Source: an optimization exercise on an open RTL-to-GDS flow (aim: small area, a short achievable clock period and few clock cycles per item). Production flows keep margins and buffers that such runs may drop.
In this exercise RTL edits were held to simulation tests only and were not proved equivalent to the original.

==> flow/design.v <==
module geofence_sqrt #(parameter [11:0] CUT = 12'b0000_0100_0100) (
    input         clk,
    input  [23:0] a,
    output [11:0] root
);
genvar k;
generate
for (k = 1; k <= 12; k = k + 1) begin : st
    wire [k-1:0]        r_in;
    wire [2*(13-k)-1:0] a_in;
    wire [k:0]          r_out;
    wire [k-1:0]        q_out;
    wire [k+1:0]        rem2;
    wire [k+2:0]        diff;
    wire                ge;
    if (k == 1) begin : f
        assign r_in = 1'b0;
        assign a_in = a;
        assign rem2 = {r_in, a_in[23:22]};
        assign diff = {1'b0, rem2} - 4'd1;
        assign ge = ~diff[k+2];
        assign q_out = ge;
    end else begin : n
        wire [k-2:0] q_in;
        if (CUT[k-2]) begin : c
            reg [k-2:0]         q_r;
            reg [k-1:0]         r_r;
            reg [2*(13-k)-1:0]  a_r;
            always @(posedge clk) begin
                q_r <= st[k-1].q_out;
                r_r <= st[k-1].r_out;
                a_r <= st[k-1].a_in[2*(13-k)-1:0];
            end
            assign q_in = q_r;
            assign r_in = r_r;
            assign a_in = a_r;
        end else begin : w
            assign q_in = st[k-1].q_out;
            assign r_in = st[k-1].r_out;
            assign a_in = st[k-1].a_in[2*(13-k)-1:0];
        end
        assign rem2 = {r_in, a_in[2*(13-k)-1:2*(12-k)]};
        assign diff = {1'b0, rem2} - {2'b00, q_in, 2'b01};
        assign ge = ~diff[k+2];
        assign q_out = {q_in, ge};
    end
    assign r_out = ge ? diff[k:0] : rem2[k:0];
end
endgenerate
reg [11:0] root_r;
always @(posedge clk) root_r <= st[12].q_out;
assign root = root_r;
endmodule
module geofence_mul (input [11:0] a, input [11:0] b, output [23:0] y);
wire w0 = (a[0] & b[9]) ^ (a[1] & b[8]);
wire w1 = (a[0] & b[9]) & (a[1] & b[8]);
wire w2 = (a[0] & b[10]) ^ (a[1] & b[9]) ^ (a[2] & b[8]);
wire w3 = ((a[0] & b[10]) & (a[1] & b[9])) | ((a[0] & b[10]) & (a[2] & b[8])) | ((a[1] & b[9]) & (a[2] & b[8]));
wire w4 = (a[3] & b[7]) ^ (a[4] & b[6]);
wire w5 = (a[3] & b[7]) & (a[4] & b[6]);
wire w6 = (a[0] & b[11]) ^ (a[1] & b[10]) ^ (a[2] & b[9]);
wire w7 = ((a[0] & b[11]) & (a[1] & b[10])) | ((a[0] & b[11]) & (a[2] & b[9])) | ((a[1] & b[10]) & (a[2] & b[9]));
wire w8 = (a[3] & b[8]) ^ (a[4] & b[7]) ^ (a[5] & b[6]);
wire w9 = ((a[3] & b[8]) & (a[4] & b[7])) | ((a[3] & b[8]) & (a[5] & b[6])) | ((a[4] & b[7]) & (a[5] & b[6]));
wire w10 = (a[6] & b[5]) ^ (a[7] & b[4]);
wire w11 = (a[6] & b[5]) & (a[7] & b[4]);
wire w12 = (a[1] & b[11]) ^ (a[2] & b[10]) ^ (a[3] & b[9]);
wire w13 = ((a[1] & b[11]) & (a[2] & b[10])) | ((a[1] & b[11]) & (a[3] & b[9])) | ((a[2] & b[10]) & (a[3] & b[9]));
wire w14 = (a[4] & b[8]) ^ (a[5] & b[7]) ^ (a[6] & b[6]);
wire w15 = ((a[4] & b[8]) & (a[5] & b[7])) | ((a[4] & b[8]) & (a[6] & b[6])) | ((a[5] & b[7]) & (a[6] & b[6]));
wire w16 = (a[7] & b[5]) ^ (a[8] & b[4]);
wire w17 = (a[7] & b[5]) & (a[8] & b[4]);
wire w18 = (a[2] & b[11]) ^ (a[3] & b[10]) ^ (a[4] & b[9]);
wire w19 = ((a[2] & b[11]) & (a[3] & b[10])) | ((a[2] & b[11]) & (a[4] & b[9])) | ((a[3] & b[10]) & (a[4] & b[9]));
wire w20 = (a[5] & b[8]) ^ (a[6] & b[7]) ^ (a[7] & b[6]);
wire w21 = ((a[5] & b[8]) & (a[6] & b[7])) | ((a[5] & b[8]) & (a[7] & b[6])) | ((a[6] & b[7]) & (a[7] & b[6]));
wire w22 = (a[3] & b[11]) ^ (a[4] & b[10]) ^ (a[5] & b[9]);
wire w23 = ((a[3] & b[11]) & (a[4] & b[10])) | ((a[3] & b[11]) & (a[5] & b[9])) | ((a[4] & b[10]) & (a[5] & b[9]));
wire w24 = (a[0] & b[6]) ^ (a[1] & b[5]);
wire w25 = (a[0] & b[6]) & (a[1] & b[5]);
wire w26 = (a[0] & b[7]) ^ (a[1] & b[6]) ^ (a[2] & b[5]);
wire w27 = ((a[0] & b[7]) & (a[1] & b[6])) | ((a[0] & b[7]) & (a[2] & b[5])) | ((a[1] & b[6]) & (a[2] & b[5]));
wire w28 = (a[3] & b[4]) ^ (a[4] & b[3]);
wire w29 = (a[3] & b[4]) & (a[4] & b[3]);
wire w30 = (a[0] & b[8]) ^ (a[1] & b[7]) ^ (a[2] & b[6]);
wire w31 = ((a[0] & b[8]) & (a[1] & b[7])) | ((a[0] & b[8]) & (a[2] & b[6])) | ((a[1] & b[7]) & (a[2] & b[6]));
wire w32 = (a[3] & b[5]) ^ (a[4] & b[4]) ^ (a[5] & b[3]);
wire w33 = ((a[3] & b[5]) & (a[4] & b[4])) | ((a[3] & b[5]) & (a[5] & b[3])) | ((a[4] & b[4]) & (a[5] & b[3]));
wire w34 = (a[6] & b[2]) ^ (a[7] & b[1]);
wire w35 = (a[6] & b[2]) & (a[7] & b[1]);
wire w36 = (w0) ^ (a[2] & b[7]) ^ (a[3] & b[6]);
wire w37 = ((w0) & (a[2] & b[7])) | ((w0) & (a[3] & b[6])) | ((a[2] & b[7]) & (a[3] & b[6]));
wire w38 = (a[4] & b[5]) ^ (a[5] & b[4]) ^ (a[6] & b[3]);
wire w39 = ((a[4] & b[5]) & (a[5] & b[4])) | ((a[4] & b[5]) & (a[6] & b[3])) | ((a[5] & b[4]) & (a[6] & b[3]));
wire w40 = (a[7] & b[2]) ^ (a[8] & b[1]) ^ (a[9] & b[0]);
wire w41 = ((a[7] & b[2]) & (a[8] & b[1])) | ((a[7] & b[2]) & (a[9] & b[0])) | ((a[8] & b[1]) & (a[9] & b[0]));
wire w42 = (w2) ^ (w4) ^ (a[5] & b[5]);
wire w43 = ((w2) & (w4)) | ((w2) & (a[5] & b[5])) | ((w4) & (a[5] & b[5]));
wire w44 = (a[6] & b[4]) ^ (a[7] & b[3]) ^ (a[8] & b[2]);
wire w45 = ((a[6] & b[4]) & (a[7] & b[3])) | ((a[6] & b[4]) & (a[8] & b[2])) | ((a[7] & b[3]) & (a[8] & b[2]));
wire w46 = (a[9] & b[1]) ^ (a[10] & b[0]) ^ (w1);
wire w47 = ((a[9] & b[1]) & (a[10] & b[0])) | ((a[9] & b[1]) & (w1)) | ((a[10] & b[0]) & (w1));
wire w48 = (w6) ^ (w8) ^ (w10);
wire w49 = ((w6) & (w8)) | ((w6) & (w10)) | ((w8) & (w10));
wire w50 = (a[8] & b[3]) ^ (a[9] & b[2]) ^ (a[10] & b[1]);
wire w51 = ((a[8] & b[3]) & (a[9] & b[2])) | ((a[8] & b[3]) & (a[10] & b[1])) | ((a[9] & b[2]) & (a[10] & b[1]));
wire w52 = (a[11] & b[0]) ^ (w3) ^ (w5);
wire w53 = ((a[11] & b[0]) & (w3)) | ((a[11] & b[0]) & (w5)) | ((w3) & (w5));
wire w54 = (w12) ^ (w14) ^ (w16);
wire w55 = ((w12) & (w14)) | ((w12) & (w16)) | ((w14) & (w16));
wire w56 = (a[9] & b[3]) ^ (a[10] & b[2]) ^ (a[11] & b[1]);
wire w57 = ((a[9] & b[3]) & (a[10] & b[2])) | ((a[9] & b[3]) & (a[11] & b[1])) | ((a[10] & b[2]) & (a[11] & b[1]));
wire w58 = (w7) ^ (w9) ^ (w11);
wire w59 = ((w7) & (w9)) | ((w7) & (w11)) | ((w9) & (w11));
wire w60 = (w18) ^ (w20) ^ (a[8] & b[5]);
wire w61 = ((w18) & (w20)) | ((w18) & (a[8] & b[5])) | ((w20) & (a[8] & b[5]));
wire w62 = (a[9] & b[4]) ^ (a[10] & b[3]) ^ (a[11] & b[2]);
wire w63 = ((a[9] & b[4]) & (a[10] & b[3])) | ((a[9] & b[4]) & (a[11] & b[2])) | ((a[10] & b[3]) & (a[11] & b[2]));
wire w64 = (w13) ^ (w15) ^ (w17);
wire w65 = ((w13) & (w15)) | ((w13) & (w17)) | ((w15) & (w17));
wire w66 = (w22) ^ (a[6] & b[8]) ^ (a[7] & b[7]);
wire w67 = ((w22) & (a[6] & b[8])) | ((w22) & (a[7] & b[7])) | ((a[6] & b[8]) & (a[7] & b[7]));
wire w68 = (a[8] & b[6]) ^ (a[9] & b[5]) ^ (a[10] & b[4]);
wire w69 = ((a[8] & b[6]) & (a[9] & b[5])) | ((a[8] & b[6]) & (a[10] & b[4])) | ((a[9] & b[5]) & (a[10] & b[4]));
wire w70 = (a[11] & b[3]) ^ (w19) ^ (w21);
wire w71 = ((a[11] & b[3]) & (w19)) | ((a[11] & b[3]) & (w21)) | ((w19) & (w21));
wire w72 = (a[4] & b[11]) ^ (a[5] & b[10]) ^ (a[6] & b[9]);
wire w73 = ((a[4] & b[11]) & (a[5] & b[10])) | ((a[4] & b[11]) & (a[6] & b[9])) | ((a[5] & b[10]) & (a[6] & b[9]));
wire w74 = (a[7] & b[8]) ^ (a[8] & b[7]) ^ (a[9] & b[6]);
wire w75 = ((a[7] & b[8]) & (a[8] & b[7])) | ((a[7] & b[8]) & (a[9] & b[6])) | ((a[8] & b[7]) & (a[9] & b[6]));
wire w76 = (a[10] & b[5]) ^ (a[11] & b[4]) ^ (w23);
wire w77 = ((a[10] & b[5]) & (a[11] & b[4])) | ((a[10] & b[5]) & (w23)) | ((a[11] & b[4]) & (w23));
wire w78 = (a[5] & b[11]) ^ (a[6] & b[10]) ^ (a[7] & b[9]);
wire w79 = ((a[5] & b[11]) & (a[6] & b[10])) | ((a[5] & b[11]) & (a[7] & b[9])) | ((a[6] & b[10]) & (a[7] & b[9]));
wire w80 = (a[8] & b[8]) ^ (a[9] & b[7]) ^ (a[10] & b[6]);
wire w81 = ((a[8] & b[8]) & (a[9] & b[7])) | ((a[8] & b[8]) & (a[10] & b[6])) | ((a[9] & b[7]) & (a[10] & b[6]));
wire w82 = (a[6] & b[11]) ^ (a[7] & b[10]) ^ (a[8] & b[9]);
wire w83 = ((a[6] & b[11]) & (a[7] & b[10])) | ((a[6] & b[11]) & (a[8] & b[9])) | ((a[7] & b[10]) & (a[8] & b[9]));
wire w84 = (a[0] & b[4]) ^ (a[1] & b[3]);
wire w85 = (a[0] & b[4]) & (a[1] & b[3]);
wire w86 = (a[0] & b[5]) ^ (a[1] & b[4]) ^ (a[2] & b[3]);
wire w87 = ((a[0] & b[5]) & (a[1] & b[4])) | ((a[0] & b[5]) & (a[2] & b[3])) | ((a[1] & b[4]) & (a[2] & b[3]));
wire w88 = (a[3] & b[2]) ^ (a[4] & b[1]);
wire w89 = (a[3] & b[2]) & (a[4] & b[1]);
wire w90 = (w24) ^ (a[2] & b[4]) ^ (a[3] & b[3]);
wire w91 = ((w24) & (a[2] & b[4])) | ((w24) & (a[3] & b[3])) | ((a[2] & b[4]) & (a[3] & b[3]));
wire w92 = (a[4] & b[2]) ^ (a[5] & b[1]) ^ (a[6] & b[0]);
wire w93 = ((a[4] & b[2]) & (a[5] & b[1])) | ((a[4] & b[2]) & (a[6] & b[0])) | ((a[5] & b[1]) & (a[6] & b[0]));
wire w94 = (w26) ^ (w28) ^ (a[5] & b[2]);
wire w95 = ((w26) & (w28)) | ((w26) & (a[5] & b[2])) | ((w28) & (a[5] & b[2]));
wire w96 = (a[6] & b[1]) ^ (a[7] & b[0]) ^ (w25);
wire w97 = ((a[6] & b[1]) & (a[7] & b[0])) | ((a[6] & b[1]) & (w25)) | ((a[7] & b[0]) & (w25));
wire w98 = (w30) ^ (w32) ^ (w34);
wire w99 = ((w30) & (w32)) | ((w30) & (w34)) | ((w32) & (w34));
wire w100 = (a[8] & b[0]) ^ (w27) ^ (w29);
wire w101 = ((a[8] & b[0]) & (w27)) | ((a[8] & b[0]) & (w29)) | ((w27) & (w29));
wire w102 = (w36) ^ (w38) ^ (w40);
wire w103 = ((w36) & (w38)) | ((w36) & (w40)) | ((w38) & (w40));
wire w104 = (w31) ^ (w33) ^ (w35);
wire w105 = ((w31) & (w33)) | ((w31) & (w35)) | ((w33) & (w35));
wire w106 = (w42) ^ (w44) ^ (w46);
wire w107 = ((w42) & (w44)) | ((w42) & (w46)) | ((w44) & (w46));
wire w108 = (w37) ^ (w39) ^ (w41);
wire w109 = ((w37) & (w39)) | ((w37) & (w41)) | ((w39) & (w41));
wire w110 = (w48) ^ (w50) ^ (w52);
wire w111 = ((w48) & (w50)) | ((w48) & (w52)) | ((w50) & (w52));
wire w112 = (w43) ^ (w45) ^ (w47);
wire w113 = ((w43) & (w45)) | ((w43) & (w47)) | ((w45) & (w47));
wire w114 = (w54) ^ (w56) ^ (w58);
wire w115 = ((w54) & (w56)) | ((w54) & (w58)) | ((w56) & (w58));
wire w116 = (w49) ^ (w51) ^ (w53);
wire w117 = ((w49) & (w51)) | ((w49) & (w53)) | ((w51) & (w53));
wire w118 = (w60) ^ (w62) ^ (w64);
wire w119 = ((w60) & (w62)) | ((w60) & (w64)) | ((w62) & (w64));
wire w120 = (w55) ^ (w57) ^ (w59);
wire w121 = ((w55) & (w57)) | ((w55) & (w59)) | ((w57) & (w59));
wire w122 = (w66) ^ (w68) ^ (w70);
wire w123 = ((w66) & (w68)) | ((w66) & (w70)) | ((w68) & (w70));
wire w124 = (w61) ^ (w63) ^ (w65);
wire w125 = ((w61) & (w63)) | ((w61) & (w65)) | ((w63) & (w65));
wire w126 = (w72) ^ (w74) ^ (w76);
wire w127 = ((w72) & (w74)) | ((w72) & (w76)) | ((w74) & (w76));
wire w128 = (w67) ^ (w69) ^ (w71);
wire w129 = ((w67) & (w69)) | ((w67) & (w71)) | ((w69) & (w71));
wire w130 = (w78) ^ (w80) ^ (a[11] & b[5]);
wire w131 = ((w78) & (w80)) | ((w78) & (a[11] & b[5])) | ((w80) & (a[11] & b[5]));
wire w132 = (w73) ^ (w75) ^ (w77);
wire w133 = ((w73) & (w75)) | ((w73) & (w77)) | ((w75) & (w77));
wire w134 = (w82) ^ (a[9] & b[8]) ^ (a[10] & b[7]);
wire w135 = ((w82) & (a[9] & b[8])) | ((w82) & (a[10] & b[7])) | ((a[9] & b[8]) & (a[10] & b[7]));
wire w136 = (a[11] & b[6]) ^ (w79) ^ (w81);
wire w137 = ((a[11] & b[6]) & (w79)) | ((a[11] & b[6]) & (w81)) | ((w79) & (w81));
wire w138 = (a[7] & b[11]) ^ (a[8] & b[10]) ^ (a[9] & b[9]);
wire w139 = ((a[7] & b[11]) & (a[8] & b[10])) | ((a[7] & b[11]) & (a[9] & b[9])) | ((a[8] & b[10]) & (a[9] & b[9]));
wire w140 = (a[10] & b[8]) ^ (a[11] & b[7]) ^ (w83);
wire w141 = ((a[10] & b[8]) & (a[11] & b[7])) | ((a[10] & b[8]) & (w83)) | ((a[11] & b[7]) & (w83));
wire w142 = (a[8] & b[11]) ^ (a[9] & b[10]) ^ (a[10] & b[9]);
wire w143 = ((a[8] & b[11]) & (a[9] & b[10])) | ((a[8] & b[11]) & (a[10] & b[9])) | ((a[9] & b[10]) & (a[10] & b[9]));
wire w144 = (a[0] & b[3]) ^ (a[1] & b[2]);
wire w145 = (a[0] & b[3]) & (a[1] & b[2]);
wire w146 = (w84) ^ (a[2] & b[2]) ^ (a[3] & b[1]);
wire w147 = ((w84) & (a[2] & b[2])) | ((w84) & (a[3] & b[1])) | ((a[2] & b[2]) & (a[3] & b[1]));
wire w148 = (w86) ^ (w88) ^ (a[5] & b[0]);
wire w149 = ((w86) & (w88)) | ((w86) & (a[5] & b[0])) | ((w88) & (a[5] & b[0]));
wire w150 = (w90) ^ (w92) ^ (w87);
wire w151 = ((w90) & (w92)) | ((w90) & (w87)) | ((w92) & (w87));
wire w152 = (w94) ^ (w96) ^ (w91);
wire w153 = ((w94) & (w96)) | ((w94) & (w91)) | ((w96) & (w91));
wire w154 = (w98) ^ (w100) ^ (w95);
wire w155 = ((w98) & (w100)) | ((w98) & (w95)) | ((w100) & (w95));
wire w156 = (w102) ^ (w104) ^ (w99);
wire w157 = ((w102) & (w104)) | ((w102) & (w99)) | ((w104) & (w99));
wire w158 = (w106) ^ (w108) ^ (w103);
wire w159 = ((w106) & (w108)) | ((w106) & (w103)) | ((w108) & (w103));
wire w160 = (w110) ^ (w112) ^ (w107);
wire w161 = ((w110) & (w112)) | ((w110) & (w107)) | ((w112) & (w107));
wire w162 = (w114) ^ (w116) ^ (w111);
wire w163 = ((w114) & (w116)) | ((w114) & (w111)) | ((w116) & (w111));
wire w164 = (w118) ^ (w120) ^ (w115);
wire w165 = ((w118) & (w120)) | ((w118) & (w115)) | ((w120) & (w115));
wire w166 = (w122) ^ (w124) ^ (w119);
wire w167 = ((w122) & (w124)) | ((w122) & (w119)) | ((w124) & (w119));
wire w168 = (w126) ^ (w128) ^ (w123);
wire w169 = ((w126) & (w128)) | ((w126) & (w123)) | ((w128) & (w123));
wire w170 = (w130) ^ (w132) ^ (w127);
wire w171 = ((w130) & (w132)) | ((w130) & (w127)) | ((w132) & (w127));
wire w172 = (w134) ^ (w136) ^ (w131);
wire w173 = ((w134) & (w136)) | ((w134) & (w131)) | ((w136) & (w131));
wire w174 = (w138) ^ (w140) ^ (w135);
wire w175 = ((w138) & (w140)) | ((w138) & (w135)) | ((w140) & (w135));
wire w176 = (w142) ^ (a[11] & b[8]) ^ (w139);
wire w177 = ((w142) & (a[11] & b[8])) | ((w142) & (w139)) | ((a[11] & b[8]) & (w139));
wire w178 = (a[9] & b[11]) ^ (a[10] & b[10]) ^ (a[11] & b[9]);
wire w179 = ((a[9] & b[11]) & (a[10] & b[10])) | ((a[9] & b[11]) & (a[11] & b[9])) | ((a[10] & b[10]) & (a[11] & b[9]));
wire w180 = (a[0] & b[2]) ^ (a[1] & b[1]);
wire w181 = (a[0] & b[2]) & (a[1] & b[1]);
wire w182 = (w144) ^ (a[2] & b[1]) ^ (a[3] & b[0]);
wire w183 = ((w144) & (a[2] & b[1])) | ((w144) & (a[3] & b[0])) | ((a[2] & b[1]) & (a[3] & b[0]));
wire w184 = (w146) ^ (a[4] & b[0]) ^ (w145);
wire w185 = ((w146) & (a[4] & b[0])) | ((w146) & (w145)) | ((a[4] & b[0]) & (w145));
wire w186 = (w148) ^ (w85) ^ (w147);
wire w187 = ((w148) & (w85)) | ((w148) & (w147)) | ((w85) & (w147));
wire w188 = (w150) ^ (w89) ^ (w149);
wire w189 = ((w150) & (w89)) | ((w150) & (w149)) | ((w89) & (w149));
wire w190 = (w152) ^ (w93) ^ (w151);
wire w191 = ((w152) & (w93)) | ((w152) & (w151)) | ((w93) & (w151));
wire w192 = (w154) ^ (w97) ^ (w153);
wire w193 = ((w154) & (w97)) | ((w154) & (w153)) | ((w97) & (w153));
wire w194 = (w156) ^ (w101) ^ (w155);
wire w195 = ((w156) & (w101)) | ((w156) & (w155)) | ((w101) & (w155));
wire w196 = (w158) ^ (w105) ^ (w157);
wire w197 = ((w158) & (w105)) | ((w158) & (w157)) | ((w105) & (w157));
wire w198 = (w160) ^ (w109) ^ (w159);
wire w199 = ((w160) & (w109)) | ((w160) & (w159)) | ((w109) & (w159));
wire w200 = (w162) ^ (w113) ^ (w161);
wire w201 = ((w162) & (w113)) | ((w162) & (w161)) | ((w113) & (w161));
wire w202 = (w164) ^ (w117) ^ (w163);
wire w203 = ((w164) & (w117)) | ((w164) & (w163)) | ((w117) & (w163));
wire w204 = (w166) ^ (w121) ^ (w165);
wire w205 = ((w166) & (w121)) | ((w166) & (w165)) | ((w121) & (w165));
wire w206 = (w168) ^ (w125) ^ (w167);
wire w207 = ((w168) & (w125)) | ((w168) & (w167)) | ((w125) & (w167));
wire w208 = (w170) ^ (w129) ^ (w169);
wire w209 = ((w170) & (w129)) | ((w170) & (w169)) | ((w129) & (w169));
wire w210 = (w172) ^ (w133) ^ (w171);
wire w211 = ((w172) & (w133)) | ((w172) & (w171)) | ((w133) & (w171));
wire w212 = (w174) ^ (w137) ^ (w173);
wire w213 = ((w174) & (w137)) | ((w174) & (w173)) | ((w137) & (w173));
wire w214 = (w176) ^ (w141) ^ (w175);
wire w215 = ((w176) & (w141)) | ((w176) & (w175)) | ((w141) & (w175));
wire w216 = (w178) ^ (w143) ^ (w177);
wire w217 = ((w178) & (w143)) | ((w178) & (w177)) | ((w143) & (w177));
wire w218 = (a[10] & b[11]) ^ (a[11] & b[10]) ^ (w179);
wire w219 = ((a[10] & b[11]) & (a[11] & b[10])) | ((a[10] & b[11]) & (w179)) | ((a[11] & b[10]) & (w179));
wire [23:0] r0 = {1'b0, a[11] & b[11], w218, w216, w214, w212, w210, w208, w206, w204, w202, w200, w198, w196, w194, w192, w190, w188, w186, w184, w182, w180, a[0] & b[1], a[0] & b[0]};
wire [23:0] r1 = {1'b0, w219, w217, w215, w213, w211, w209, w207, w205, w203, w201, w199, w197, w195, w193, w191, w189, w187, w185, w183, w181, a[2] & b[0], a[1] & b[0], 1'b0};
assign y = r0 + r1;
endmodule
module geofence ( clk,reset,X,Y,R,valid,is_inside);
input clk;
input reset;
input [9:0] X;
input [9:0] Y;
input [10:0] R;
output valid;
output is_inside;
reg [5:0] cyc;
reg valid_r, isin_r;
reg [1:0] opm;    
reg       npm;    
reg [2:0] npa, npb;
reg [2:0] nrot;   
reg       sq;     
reg [2:0] nre;    
reg       ce;     
reg [2:0] ci, cj;
reg       acc;    
localparam LAST = 6'd35;
always @(*) begin
    opm = 2'd0; sq = 1'b0; acc = 1'b0; ce = 1'b0; ci = 3'd0; cj = 3'd0;
    npm = 1'b0; npa = 3'd0; npb = 3'd0; nre = 3'd0; nrot = 3'd0;
    case (cyc)
    6'd0: begin opm = 2'd0; sq = 1'b0; acc = 1'b0; ce = 1'b0; ci = 3'd0; cj = 3'd0; npm = 1'b0; npa = 3'd0; npb = 3'd0; nre = 3'd0; nrot = 3'd1; end
    6'd1: begin opm = 2'd0; sq = 1'b0; acc = 1'b0; ce = 1'b0; ci = 3'd0; cj = 3'd0; npm = 1'b0; npa = 3'd0; npb = 3'd0; nre = 3'd0; nrot = 3'd2; end
    6'd2: begin opm = 2'd0; sq = 1'b0; acc = 1'b0; ce = 1'b0; ci = 3'd0; cj = 3'd0; npm = 1'b0; npa = 3'd1; npb = 3'd2; nre = 3'd0; nrot = 3'd3; end
    6'd3: begin opm = 2'd0; sq = 1'b0; acc = 1'b0; ce = 1'b0; ci = 3'd0; cj = 3'd0; npm = 1'b0; npa = 3'd1; npb = 3'd3; nre = 3'd0; nrot = 3'd4; end
    6'd4: begin opm = 2'd0; sq = 1'b0; acc = 1'b0; ce = 1'b0; ci = 3'd0; cj = 3'd0; npm = 1'b0; npa = 3'd2; npb = 3'd3; nre = 3'd0; nrot = 3'd5; end
    6'd5: begin opm = 2'd0; sq = 1'b0; acc = 1'b0; ce = 1'b1; ci = 3'd1; cj = 3'd2; npm = 1'b0; npa = 3'd1; npb = 3'd4; nre = 3'd0; nrot = 3'd0; end
    6'd6: begin opm = 2'd0; sq = 1'b0; acc = 1'b0; ce = 1'b1; ci = 3'd1; cj = 3'd3; npm = 1'b0; npa = 3'd2; npb = 3'd4; nre = 3'd0; nrot = 3'd1; end
    6'd7: begin opm = 2'd0; sq = 1'b0; acc = 1'b0; ce = 1'b1; ci = 3'd2; cj = 3'd3; npm = 1'b0; npa = 3'd3; npb = 3'd4; nre = 3'd0; nrot = 3'd2; end
    6'd8: begin opm = 2'd0; sq = 1'b0; acc = 1'b0; ce = 1'b1; ci = 3'd1; cj = 3'd4; npm = 1'b0; npa = 3'd1; npb = 3'd5; nre = 3'd0; nrot = 3'd3; end
    6'd9: begin opm = 2'd0; sq = 1'b0; acc = 1'b0; ce = 1'b1; ci = 3'd2; cj = 3'd4; npm = 1'b0; npa = 3'd2; npb = 3'd5; nre = 3'd0; nrot = 3'd4; end
    6'd10: begin opm = 2'd0; sq = 1'b0; acc = 1'b0; ce = 1'b1; ci = 3'd3; cj = 3'd4; npm = 1'b0; npa = 3'd3; npb = 3'd5; nre = 3'd0; nrot = 3'd5; end
    6'd11: begin opm = 2'd0; sq = 1'b0; acc = 1'b0; ce = 1'b1; ci = 3'd1; cj = 3'd5; npm = 1'b0; npa = 3'd4; npb = 3'd5; nre = 3'd0; nrot = 3'd0; end
    6'd12: begin opm = 2'd0; sq = 1'b0; acc = 1'b0; ce = 1'b1; ci = 3'd2; cj = 3'd5; npm = 1'b0; npa = 3'd0; npb = 3'd0; nre = 3'd0; nrot = 3'd1; end
    6'd13: begin opm = 2'd0; sq = 1'b0; acc = 1'b0; ce = 1'b1; ci = 3'd3; cj = 3'd5; npm = 1'b0; npa = 3'd0; npb = 3'd0; nre = 3'd0; nrot = 3'd2; end
    6'd14: begin opm = 2'd0; sq = 1'b0; acc = 1'b0; ce = 1'b1; ci = 3'd4; cj = 3'd5; npm = 1'b1; npa = 3'd0; npb = 3'd0; nre = 3'd0; nrot = 3'd3; end
    6'd15: begin opm = 2'd1; sq = 1'b0; acc = 1'b0; ce = 1'b0; ci = 3'd0; cj = 3'd0; npm = 1'b1; npa = 3'd1; npb = 3'd0; nre = 3'd0; nrot = 3'd4; end
    6'd16: begin opm = 2'd1; sq = 1'b0; acc = 1'b0; ce = 1'b0; ci = 3'd0; cj = 3'd0; npm = 1'b1; npa = 3'd2; npb = 3'd0; nre = 3'd0; nrot = 3'd5; end
    6'd17: begin opm = 2'd1; sq = 1'b0; acc = 1'b0; ce = 1'b0; ci = 3'd0; cj = 3'd0; npm = 1'b1; npa = 3'd3; npb = 3'd0; nre = 3'd0; nrot = 3'd0; end
    6'd18: begin opm = 2'd1; sq = 1'b0; acc = 1'b0; ce = 1'b0; ci = 3'd0; cj = 3'd0; npm = 1'b1; npa = 3'd4; npb = 3'd0; nre = 3'd0; nrot = 3'd1; end
    6'd19: begin opm = 2'd1; sq = 1'b0; acc = 1'b0; ce = 1'b0; ci = 3'd0; cj = 3'd0; npm = 1'b1; npa = 3'd5; npb = 3'd0; nre = 3'd0; nrot = 3'd2; end
    6'd20: begin opm = 2'd1; sq = 1'b0; acc = 1'b0; ce = 1'b0; ci = 3'd0; cj = 3'd0; npm = 1'b0; npa = 3'd0; npb = 3'd0; nre = 3'd1; nrot = 3'd3; end
    6'd21: begin opm = 2'd2; sq = 1'b0; acc = 1'b0; ce = 1'b0; ci = 3'd0; cj = 3'd0; npm = 1'b0; npa = 3'd0; npb = 3'd0; nre = 3'd2; nrot = 3'd4; end
    6'd22: begin opm = 2'd2; sq = 1'b0; acc = 1'b0; ce = 1'b0; ci = 3'd0; cj = 3'd0; npm = 1'b0; npa = 3'd0; npb = 3'd0; nre = 3'd3; nrot = 3'd5; end
    6'd23: begin opm = 2'd2; sq = 1'b1; acc = 1'b0; ce = 1'b0; ci = 3'd0; cj = 3'd0; npm = 1'b0; npa = 3'd0; npb = 3'd0; nre = 3'd4; nrot = 3'd0; end
    6'd24: begin opm = 2'd2; sq = 1'b1; acc = 1'b0; ce = 1'b0; ci = 3'd0; cj = 3'd0; npm = 1'b0; npa = 3'd0; npb = 3'd0; nre = 3'd5; nrot = 3'd1; end
    6'd25: begin opm = 2'd2; sq = 1'b1; acc = 1'b0; ce = 1'b0; ci = 3'd0; cj = 3'd0; npm = 1'b0; npa = 3'd0; npb = 3'd0; nre = 3'd0; nrot = 3'd2; end
    6'd26: begin opm = 2'd2; sq = 1'b1; acc = 1'b0; ce = 1'b0; ci = 3'd0; cj = 3'd0; npm = 1'b1; npa = 3'd0; npb = 3'd0; nre = 3'd0; nrot = 3'd3; end
    6'd27: begin opm = 2'd3; sq = 1'b1; acc = 1'b0; ce = 1'b0; ci = 3'd0; cj = 3'd0; npm = 1'b1; npa = 3'd1; npb = 3'd0; nre = 3'd0; nrot = 3'd4; end
    6'd28: begin opm = 2'd3; sq = 1'b1; acc = 1'b0; ce = 1'b0; ci = 3'd0; cj = 3'd0; npm = 1'b1; npa = 3'd2; npb = 3'd0; nre = 3'd0; nrot = 3'd5; end
    6'd29: begin opm = 2'd3; sq = 1'b0; acc = 1'b1; ce = 1'b0; ci = 3'd0; cj = 3'd0; npm = 1'b1; npa = 3'd3; npb = 3'd0; nre = 3'd0; nrot = 3'd0; end
    6'd30: begin opm = 2'd3; sq = 1'b0; acc = 1'b1; ce = 1'b0; ci = 3'd0; cj = 3'd0; npm = 1'b1; npa = 3'd4; npb = 3'd0; nre = 3'd0; nrot = 3'd1; end
    6'd31: begin opm = 2'd3; sq = 1'b0; acc = 1'b1; ce = 1'b0; ci = 3'd0; cj = 3'd0; npm = 1'b1; npa = 3'd5; npb = 3'd0; nre = 3'd0; nrot = 3'd2; end
    6'd32: begin opm = 2'd3; sq = 1'b0; acc = 1'b1; ce = 1'b0; ci = 3'd0; cj = 3'd0; npm = 1'b0; npa = 3'd0; npb = 3'd0; nre = 3'd0; nrot = 3'd3; end
    6'd33: begin opm = 2'd0; sq = 1'b0; acc = 1'b1; ce = 1'b0; ci = 3'd0; cj = 3'd0; npm = 1'b0; npa = 3'd0; npb = 3'd0; nre = 3'd0; nrot = 3'd4; end
    6'd34: begin opm = 2'd0; sq = 1'b0; acc = 1'b1; ce = 1'b0; ci = 3'd0; cj = 3'd0; npm = 1'b0; npa = 3'd0; npb = 3'd0; nre = 3'd0; nrot = 3'd5; end
    6'd35: begin opm = 2'd0; sq = 1'b0; acc = 1'b0; ce = 1'b0; ci = 3'd0; cj = 3'd0; npm = 1'b0; npa = 3'd0; npb = 3'd0; nre = 3'd0; nrot = 3'd0; end
    default: ;
    endcase
end
always @(posedge clk, posedge reset) begin
    if (reset) begin
        cyc <= 6'd0;
        valid_r <= 1'b0;
    end else begin
        cyc <= (cyc == LAST) ? 6'd0 : cyc + 6'd1;
        valid_r <= (cyc == LAST - 6'd1);
    end
end
assign valid = valid_r;
assign is_inside = isin_r;
reg [30:0] ring [0:5];
reg [9:0]  x0, y0;    
integer n;
always @(posedge clk) begin
    for (n = 0; n < 5; n = n + 1)
        ring[n] <= ring[n+1];
    ring[5] <= (cyc < 6'd6) ? {X, Y, R} : ring[0];
    if (cyc == 6'd0) begin
        x0 <= X;
        y0 <= Y;
    end
end
reg [2:0] rank [1:5];
reg [2:0] rankn [1:5];    
reg [5:0] la, lb, lra, lrb;    
reg [5:0] na, nb, nra, nrb;    
reg [5:0] sa, sb, sra, srb;
integer m;
always @(*) begin
    la = 6'd0; lb = 6'd0;
    if (!npm) begin
        la[npa] = 1'b1;
        lb[npb] = 1'b1;
    end else begin
        la[0] = (npa == 3'd0);
        lb[0] = (npa == 3'd5);
        for (m = 1; m < 6; m = m + 1) begin
            la[m] = (rankn[m] == npa - 3'd1);
            lb[m] = (rankn[m] == npa);
        end
    end
    lra[0] = (nre == 3'd0);
    lrb[0] = (nre == 3'd5);
    for (m = 1; m < 6; m = m + 1) begin
        lra[m] = (rankn[m] == nre - 3'd1);
        lrb[m] = (rankn[m] == nre);
    end
    for (m = 0; m < 6; m = m + 1) begin
        na[m] = la[(m + nrot) % 6];
        nb[m] = lb[(m + nrot) % 6];
        nra[m] = lra[(m + nrot) % 6];
        nrb[m] = lrb[(m + nrot) % 6];
    end
end
always @(posedge clk) begin
    sa <= na;
    sb <= nb;
    sra <= nra;
    srb <= nrb;
end
reg [9:0]  xa, ya, xb, yb;
reg [10:0] ra, rb;
always @(*) begin
    xa = 10'd0; ya = 10'd0; ra = 11'd0; xb = 10'd0; yb = 10'd0; rb = 11'd0;
    for (m = 0; m < 6; m = m + 1) begin
        xa = xa | (ring[m][30:21] & {10{sa[m]}});
        ya = ya | (ring[m][20:11] & {10{sa[m]}});
        ra = ra | (ring[m][10:0]  & {11{sra[m]}});
        xb = xb | (ring[m][30:21] & {10{sb[m]}});
        yb = yb | (ring[m][20:11] & {10{sb[m]}});
        rb = rb | (ring[m][10:0]  & {11{srb[m]}});
    end
end
wire [11:0] sqo;             
wire [11:0] sqo1;            
reg  [11:0] rsum;            
reg  [11:0] rdif;            
wire [11:0] as = sqo;        
reg  [23:0] p1, p2;          
reg         g1, g2;          
reg         gp1, gp2;        
always @(posedge clk) begin
    rsum <= ra + rb;
    rdif <= ra - rb;
end
reg [13:0] u1p, u1q, u2p, u2q, u3p, u3q, u4p, u4q;
reg        sb1, sb2, sb3, sb4, hv;
always @(*) begin
    sb1 = 1'b1; sb2 = 1'b1; sb3 = 1'b1; sb4 = 1'b1; hv = 1'b0;
    case (opm)
    2'd0: begin  
        u1p = xa;  u1q = x0;
        u2p = yb;  u2q = y0;
        u3p = ya;  u3q = y0;
        u4p = xb;  u4q = x0;
    end
    2'd1: begin  
        u1p = xa;  u1q = xb;
        u2p = xa;  u2q = xb;
        u3p = ya;  u3q = yb;
        u4p = yb;  u4q = ya;
    end
    2'd2: begin  
        hv = 1'b1;
        u1p = as;   u1q = rsum; sb1 = 1'b0;
        u2p = as;   u2q = {{2{rdif[11]}}, rdif};
        u3p = as;   u3q = {{2{rdif[11]}}, rdif}; sb3 = 1'b0;
        u4p = rsum; u4q = as;
    end
    default: begin  
        u1p = sqo; u1q = 14'd0;
        u2p = sqo1; u2q = 14'd0;
        u3p = xa;  u3q = xb; sb3 = 1'b0;
        u4p = yb;  u4q = ya;
    end
    endcase
end
function [12:0] opu;    
    input [13:0] p, q;
    input        sub, h;
    reg [13:0] x, y;
    begin
        x = sub ? p - q : p + q;
        y = h ? {x[13], x[13:1]} : x;
        opu = {y[13], (y[13] ? -y[11:0] : y[11:0])};
    end
endfunction
wire [12:0] d1 = opu(u1p, u1q, sb1, hv);
wire [12:0] d2 = opu(u2p, u2q, sb2, hv);
wire [12:0] d3 = opu(u3p, u3q, sb3, hv);
wire [12:0] d4 = opu(u4p, u4q, sb4, hv);
reg [11:0] o1, o2, o3, o4;
wire [23:0] m12, m34;
geofence_mul U_M1 (.a(o1), .b(o2), .y(m12));
geofence_mul U_M2 (.a(o3), .b(o4), .y(m34));
always @(posedge clk) begin
    o1 <= d1[11:0]; o2 <= d2[11:0]; o3 <= d3[11:0]; o4 <= d4[11:0];
    g1 <= d1[12] ^ d2[12];
    g2 <= d3[12] ^ d4[12];
    p1 <= m12;
    p2 <= m34;
    gp1 <= g1;
    gp2 <= g2;
end
wire p2gt = p2 > p1;
wire ccw = gp2 ? (gp1 ? p2gt : 1'b1) : (gp1 ? 1'b0 : !p2gt);
always @(*) begin
    for (m = 1; m < 6; m = m + 1) begin
        if (cyc == 6'd0)
            rankn[m] = 3'd0;
        else if (ce && ((ccw && cj == m) || (!ccw && ci == m)))
            rankn[m] = rank[m] + 3'd1;
        else
            rankn[m] = rank[m];
    end
end
always @(posedge clk) begin
    for (m = 1; m < 6; m = m + 1)
        rank[m] <= rankn[m];
end
wire [23:0] sqi = sq ? p1 : p1 + p2;
geofence_sqrt #(.CUT(12'b0001_0010_0100)) U_SQ (.clk(clk), .a(sqi), .root(sqo));
geofence_sqrt #(.CUT(12'b0001_0010_0100)) U_SQ1 (.clk(clk), .a(p2), .root(sqo1));
reg  [26:0] dacc;
wire [26:0] dadd = {2'b00, p1, 1'b0} + (gp2 ? {3'b000, p2} : ~{3'b000, p2}) + {26'd0, ~gp2};
wire [26:0] dnew = dacc + dadd;
always @(posedge clk) begin
    if (cyc == 6'd0)
        dacc <= 27'd0;
    else if (acc)
        dacc <= dnew;
    if (cyc == LAST - 6'd1)
        isin_r <= dnew[26] || (dnew == 27'd0);
end
endmodule
==> flow/flow/run.sh <==
#!/bin/bash
# The standard layout (the standard.sh, unchanged synthesis and steps),
# with repair_timing asked for 16.3 ns of extra setup slack so that it works
# on the paths that set the achieved period. Same clock and constraints.
set -euo pipefail
bash standard.sh SETUP_SLACK_MARGIN=16.3 finish > flow_make.log 2>&1
==> flow/standard.sh <==
#!/bin/bash
# synth_recipe.tcl (not shown) runs the flow's synth.tcl, then flattens the netlist and writes it again
# the make line also repeats each setting of config.mk as NAME=value (left out here)
make -C /OpenROAD-flow-scripts/flow DESIGN_CONFIG=/design/flow/config.mk WORK_HOME=/design/flow/orfs CLKGATE_MAP_FILE= SYNTH_SCRIPT=/design/flow/synth_recipe.tcl "${@:-finish}"
==> flow/config.mk <==
export PLATFORM = sky130hd
export DESIGN_NAME = geofence
export DESIGN_NICKNAME = geofence
export VERILOG_FILES = /design/flow/design.v
export SDC_FILE = /design/flow/constraint.sdc
export NUM_CORES = 4
export LEC_CHECK = 0
export ABC_CLOCK_PERIOD_IN_PS = 6000
export CAP_MARGIN = 20
export CORE_MARGIN = 2
export CORE_UTILIZATION = 40
export SLEW_MARGIN = 20
==> flow/constraint.sdc <==
create_clock -name core_clock -period 22.0 [get_ports {clk}]
set_input_delay 4.4000 -clock core_clock [delete_from_list [all_inputs] [get_ports {clk}]]
set_output_delay 4.4000 -clock core_clock [all_outputs]
set_load 0.01 [all_outputs]
==> run summary, run 1 <==
min Tclk post-route=5.64 ns; Arr. time, crit path=1.24 ns; fin crit share=25.6%; clk buf depth=3; first-pass GRT wire length=201 mm; Largest delay share family, worst path=flip-flops; core box area=112000 sq um; initial antenna violation count=2; synth cell count leaders=dfxtp_1, inv_1, ha_1, nand2_1, nor2_1; total I/O pin count=35; maximum clock rate=177 MHz; part of the Yosys area used for sequential elements=26.2%; final setup fails=0; Clock Skew=0.0168 ns; CP peak stage delay=0.36 ns; max cap viols=0; Worst-Margin Slew=1.20 ns; clock sink total=577; Overflow after GRT=0; total wire length=130 mm; area delta synth->final=11.6%; critical-path cell list=clkdlybuf4s15_1; Total GRT Usage=21.8%; Cells on Worst Hold Path=0; total of warnings raised by yosys=5; PortBufs=34; RSZ-0062 raised after global routing=yes; share of post-route cells with drive strength above 1=8.68%; drt first pass iters=9; synth top area cells=dfxtp_1, ha_1, fa_1, inv_1, xnor2_1; area of the multi-input gates=31000 sq um; Worst EP required=17.60 ns; Root Driver=clkbuf_16; CTS Buf Count=66; TritonCTS clock tree=done; Post-Syn Instances=5261; Post-DRT Antenna Nets=0; dominant cell by count in the synthesized netlist=dfxtp_1; FILL cells=10892; initial DRC count=3075; nets@finish=5945; number of synthesized flops with an enable pin=21; Reg clk slew, reported paths=0.06 ns; Yosys reg bits=577; Die Span X=340 um; Crit Path Category=register to output port; Mean Syn Cell Area=8.57 sq um; reg2reg path depth=13; worst rel slew slack=19.8%; wire per inst=19.0 um; RD Place Congestion=0.946; H-Tree Depth=3; routed vias/inst=5.49; worst min path class=register to register; CP max FO=1; syn_nets=5944; Mapped Area=45100 sq um; Buffers & Inverters on Critical Path=1; drt drc=0; Worst Setup End Kind=output port; outcome=complete, no violations; Fin. Hold Viols=0; slowest stage cell, crit path=dfrtp_1; ys async rst share=1.21%; Skew-Pair Late Insertion Delay=0.64 ns; setup_tns=0 ns; largest net degree at the start of global routing=63; post-synthesis cell type count=114; number of global-route vias before repair=35896; Die ar.=115000 sq um; Worst path depth=1; Via Count=37446; register cell area after layout=11800 sq um; Yosys top cell by area=dfxtp_1; Initial Utilization=40.2%; Synth Flop Type=dfxtp_1; Slew Limit Fails=0; FP Rows=123; post-synth top area share=24.4%; CP Launch Type=register; DP HPWL=98.9 mm; DIE HEIGHT=340 um
[cells by family after synthesis]
family                   Yosys count  synth area share, %
XOR/XNOR                         352                 6.84
adder cells (fa/ha/maj)          650                 21.9
flip-flops                       577                 26.2
multiplexers                      84                 2.05
AND/OR/NAND/NOR                 1566                 17.3
AO/OA/AOI/OAI                   1267                 19.2
buffers and inverters            765                 6.52
[sequential cells by signal (all words and copies together) (netlist names), 21 cells and up]
signal,count
U_SQ.st.n.c.a_r,36
U_SQ.st.n.c.r_r,21
U_SQ1.st.n.c.a_r,36
U_SQ1.st.n.c.r_r,21
dacc,27
p1,24
p2,24
ring,186
[repair_timing]
item                       CTS  global route
setup endpoints to repair   79            76
resized for setup           65           106
hold buffers                 0             0
cloned                       2             5
setup buffers               26            35
pin swaps                   10            35
[final timing paths]
path / from / to / slack (ns)
min in group asynchronous: reset / valid_r / 4.04
max in group asynchronous: reset / cyc[5] / 17.66
worst min-delay path: U_SQ.st[7].n.c.a_r[1] / U_SQ.st[10].n.c.a_r[1] / 0.32
worst max-delay path: valid_r / valid / 16.36
worst max register to register: p1[20] / sa[1] / 16.46
worst min register to register: U_SQ.st[7].n.c.a_r[1] / U_SQ.st[10].n.c.a_r[1] / 0.32
[through the flow]
stage	std cells	hold WS, ns	instance area (sq um)	setup slack [ns]	utilization, %
floorplan	5261	0.310	45100	16.31	-
global placement	6625	0.311	46900	15.15	41.8
detailed placement	6626	0.313	46900	15.07	41.8
CTS	6773	0.321	49600	16.31	44.2
global route	6814	0.318	50300	16.21	44.8
finish	6815	0.320	50300	16.36	44.8
[placed cells by master, fill, tap and decap left out, types with 23 or more instances in the layout]
| master | netlist | routed |
|---|---|---|
| inv_1 | 546 | 541 |
| dfxtp_1 | 549 | 527 |
| ha_1 | 417 | 409 |
| nand2_1 | 397 | 395 |
| nor2_1 | 346 | 342 |
| a21oi_1 | 301 | 290 |
| and2_1 | 264 | 263 |
| fa_1 | 233 | 232 |
| xnor2_1 | 231 | 229 |
| o21ai_0 | 203 | 189 |
| a22oi_1 | 188 | 188 |
| nand3_1 | 154 | 154 |
| xor2_1 | 121 | 121 |
| buf_4 | 4 | 94 |
| nor3_1 | 94 | 93 |
| a21o_1 | 66 | 66 |
| clkbuf_16 | 0 | 66 |
| nand2b_1 | 48 | 48 |
| nor2b_1 | 51 | 47 |
| mux2_2 | 43 | 43 |
| o21a_1 | 43 | 42 |
| o211ai_1 | 38 | 38 |
| or3_1 | 39 | 38 |
| a31oi_1 | 38 | 36 |
| and3_1 | 36 | 36 |
| mux2i_1 | 36 | 34 |
| o21bai_1 | 33 | 33 |
| clkdlybuf4s50_1 | 0 | 32 |
| a222oi_1 | 30 | 30 |
| nand4_1 | 29 | 29 |
| a211oi_1 | 37 | 29 |
| o31ai_1 | 37 | 25 |
| o21ai_1 | 18 | 23 |
[layout make-up]
type,instances,area share (%)
Inverter,554,4.16
Sequential cell,577,23.5
Multi-Input combinational cell,3924,61.7
Timing Repair inverter,1,0.0149
Tap cell,1500,3.73
Clock buffer,91,3.77
Antenna cell,2,0.00995
Timing Repair Buffer,138,2.34
Clock inverter,28,0.771
[routing by layer]
metal	part of all wire [%]	wire (um)	vias to the layer above	global-route usage, %
met5	0	0	-	0
met3	5.1	6610	247	2.92
met1	45	57900	17879	28.7
li1	-	-	18246	-
met4	3.6	4720	0	7.52
met2	47	60600	1074	36.4
Testbench counts, summed over its fixed seeds: cycles 86,392, objects 2,400.
==> run 2: changes to the inputs <==
==> flow/flow/run.sh (replaced) <==
#!/bin/bash
# The standard layout (the standard.sh, unchanged synthesis and steps),
# with repair_timing asked for 16.5 ns of extra setup slack so that it works
# on the paths that set the achieved period. Same clock and constraints.
set -euo pipefail
bash standard.sh SETUP_SLACK_MARGIN=16.5 finish > flow_make.log 2>&1
==> run 2 against run 1 <==
Net effect: count of clock-buffer cells in the layout unchanged; still clean on timing, DRC and antenna; synthesized cell count unchanged; routed wire length increased by 2.6%; area after synthesis unchanged; critical path type unchanged.
==> run summary, run 2 <==
outcome=complete, no violations; DIE HEIGHT=340 um (unchanged); Total GRT Usage=22.0% (+0.28 points); Reg clk slew, reported paths=0.06 ns (about the same); Overflow after GRT=0 (unchanged); Mapped Area=45100 sq um (unchanged); CP peak stage delay=0.37 ns (about the same); Clock Skew=0.0538 ns (+0.0370 ns); Initial Utilization=40.2% (unchanged); Buffers & Inverters on Critical Path=1 (unchanged); first-pass GRT wire length=204 mm (+1.4%); area delta synth->final=14.2%; Slew Limit Fails=0 (unchanged); synth cell count leaders=dfxtp_1, inv_1, ha_1, nand2_1, nor2_1; critical-path cell list=buf_2; clk buf depth=3 (unchanged); routed vias/inst=5.56 (+1.2%); RSZ-0062 raised after global routing=yes; nets@finish=5998 (+0.89%); total wire length=133 mm (+2.6%); hold slack=0.322 ns (+0.00147 ns); syn_nets=5944 (unchanged); Worst Setup End Kind=output port; largest net degree at the start of global routing=65 (+3.2%); total I/O pin count=35 (unchanged); Die ar.=115000 sq um (unchanged); final setup fails=0 (unchanged); Worst-Margin Slew=1.18 ns (-0.0230 ns); Crit Path Category=register to output port; CP Launch Type=register; Post-Syn Instances=5261 (unchanged); Die Span X=340 um (unchanged); post-synthesis cell type count=114 (unchanged); Yosys reg bits=577 (unchanged); share of post-route cells with drive strength above 1=11.0% (+2.3 points); TritonCTS clock tree=done; PortBufs=34 (unchanged); Skew-Pair Late Insertion Delay=0.66 ns (+0.02 ns); drt first pass iters=11 (+2); total of warnings raised by yosys=5 (unchanged); CTS Buf Count=67 (+1.5%); Fin. Hold Viols=0 (unchanged); Reg with most FFs=ring; fin crit share=25.2% (-0.40 points); H-Tree Depth=3 (unchanged); drt drc=0 (unchanged); CP max FO=1 (unchanged); synth top area cells=dfxtp_1, ha_1, fa_1, inv_1, xnor2_1; ys async rst share=1.21% (unchanged); initial antenna violation count=0 (-2); DP HPWL=98.8 mm (about the same); worst min path class=register to register; part of the Yosys area used for sequential elements=26.2% (unchanged); Via Count=38188 (+2.0%); setup_tns=0 ns (unchanged); worst rel slew slack=21.6% (+1.7 points); number of synthesized flops with an enable pin=21 (unchanged); min Tclk post-route=5.55 ns (-0.0885 ns); RD Place Congestion=0.965 (+1.9%); Synth Flop Type=dfxtp_1; number of antenna diodes=0 (-2); area of the multi-input gates=31500 sq um (+1.5%); Largest delay share family, worst path=flip-flops; Worst EP required=17.60 ns (about the same); register cell area after layout=11900 sq um (+0.34%); max FFs per register=186 (unchanged); clock sink total=577 (unchanged); commonest non-fill, non-tap cell in the layout=inv_1; commonest non-fill, non-tap cells in the layout=inv_1, dfxtp_1, ha_1, nand2_1, nor2_1; Root Driver=clkbuf_16; max cap viols=0 (unchanged); slowest stage cell, crit path=dfrtp_1; post-synth top area share=24.4% (unchanged); Mean Syn Cell Area=8.57 sq um (unchanged); Post-DRT Antenna Nets=0 (unchanged); FILL cells=10825 (-0.62%); largest registers=ring: 186 flops, U_SQ.st.n.c.a_r: 36 flops, U_SQ1.st.n.c.a_r: 36 flops; FP Rows=123 (unchanged); Arr. time, crit path=1.15 ns (-0.09 ns); dominant cell by count in the synthesized netlist=dfxtp_1; initial DRC count=3177 (+3.3%); wire per inst=19.4 um (+1.8%); core box area=112000 sq um (unchanged); maximum clock rate=180 MHz (+1.6%); Yosys top cell by area=dfxtp_1; number of global-route vias before repair=36717 (+2.3%)
## run 2: through the flow
| stage | cells | setup slack [ns] | instance area, sq um | utilization, % |
|---|---|---|---|---|
| final | 6869 | 16.45 | 51500 | 45.9 |
| after global routing | 6869 | 16.39 | 51500 | 45.9 |
| after CTS | 6805 | 16.39 | 50200 | 44.7 |
| after detailed placement | 6626 | 15.42 | 46900 | 41.8 |
| after global placement | 6626 | 15.44 | 46900 | 41.8 |
| after floorplan | 5261 | 16.42 | 45200 | - |
## run 2: timing repair
action,4_1_cts,5_1_grt
pin swaps,22,82
resized for setup,120,171
endpoints found under the setup margin,91,87
hold buffers,0,0
setup buffers,55,54
cloned,1,10
## run 2: kinds of logic (layout without fill, tap and decap cells)
logic type	Yosys count	in the layout	share of synthesized area [%]
AOI/OAI and AO/OA	1267	1271	19.2
xor gates and xnor gates	352	352	6.84
adders and majority gates	650	650	21.9
buffers and inverters	765	868	6.52
DFF	577	577	26.2
muxes	84	84	2.05
and+or+nand+nor	1566	1567	17.3
## run 2: layer usage
layer,vias up,part of all wire (%),track usage [%]
li1,18346,-,-
met1,18365,44,28.9
met2,1195,46,36.7
met3,282,5.6,3.26
met4,0,4.0,8.07
met5,-,0,0
## run 2: area by class of cell
type	count	share of cell area (%)
Clock inverter	32	1.01
Inverter	554	4.08
Tap cell	1500	3.65
Clock buffer	91	3.83
Timing Repair Buffer	190	3.17
Sequential cell	577	23.1
Multi-Input combinational cell	3924	61.2
Timing Repair inverter	1	0.0146
## run 2: path summary, 6_finish.rpt
kind,depth (start not counted),to,startpoint,slack [ns]
setup / recovery,1,valid,valid_r,16.45
hold / removal,0,U_SQ1.st[7].n.c.a_r[10],U_SQ1.st[4].n.c.a_r[10],0.32
setup reg to reg,17,p1[22],o2[8],16.62
hold reg to reg,0,U_SQ1.st[7].n.c.a_r[10],U_SQ1.st[4].n.c.a_r[10],0.32
max in group asynchronous,2,cyc[5],reset,17.65
min in group asynchronous,2,valid_r,reset,4.04

[static timing again, ports no longer ideal]
The flow's constraints put no driver on any port. The routed layouts listed below were extracted and timed again, unchanged, in two steps. Step 1 assumes that a clkbuf_16 drives the clock port and a buf_2 every other input. Step 2, shift: input delay + t, output delay - t, t = (earliest + latest rising clock arrival at the registers) / 2. This alone moves slack from input paths to output paths. Three values: ideal, step 1, step 2; two values: the first two.
run	shift t [ns]	slack for setup (ns)	worst setup path after step 2
run 1	0.696	16.364 / 16.297 / 16.458	register to register
run 2	0.695	16.452 / 16.388 / 16.624	register to register
After both steps setup and hold are still met in every run listed.
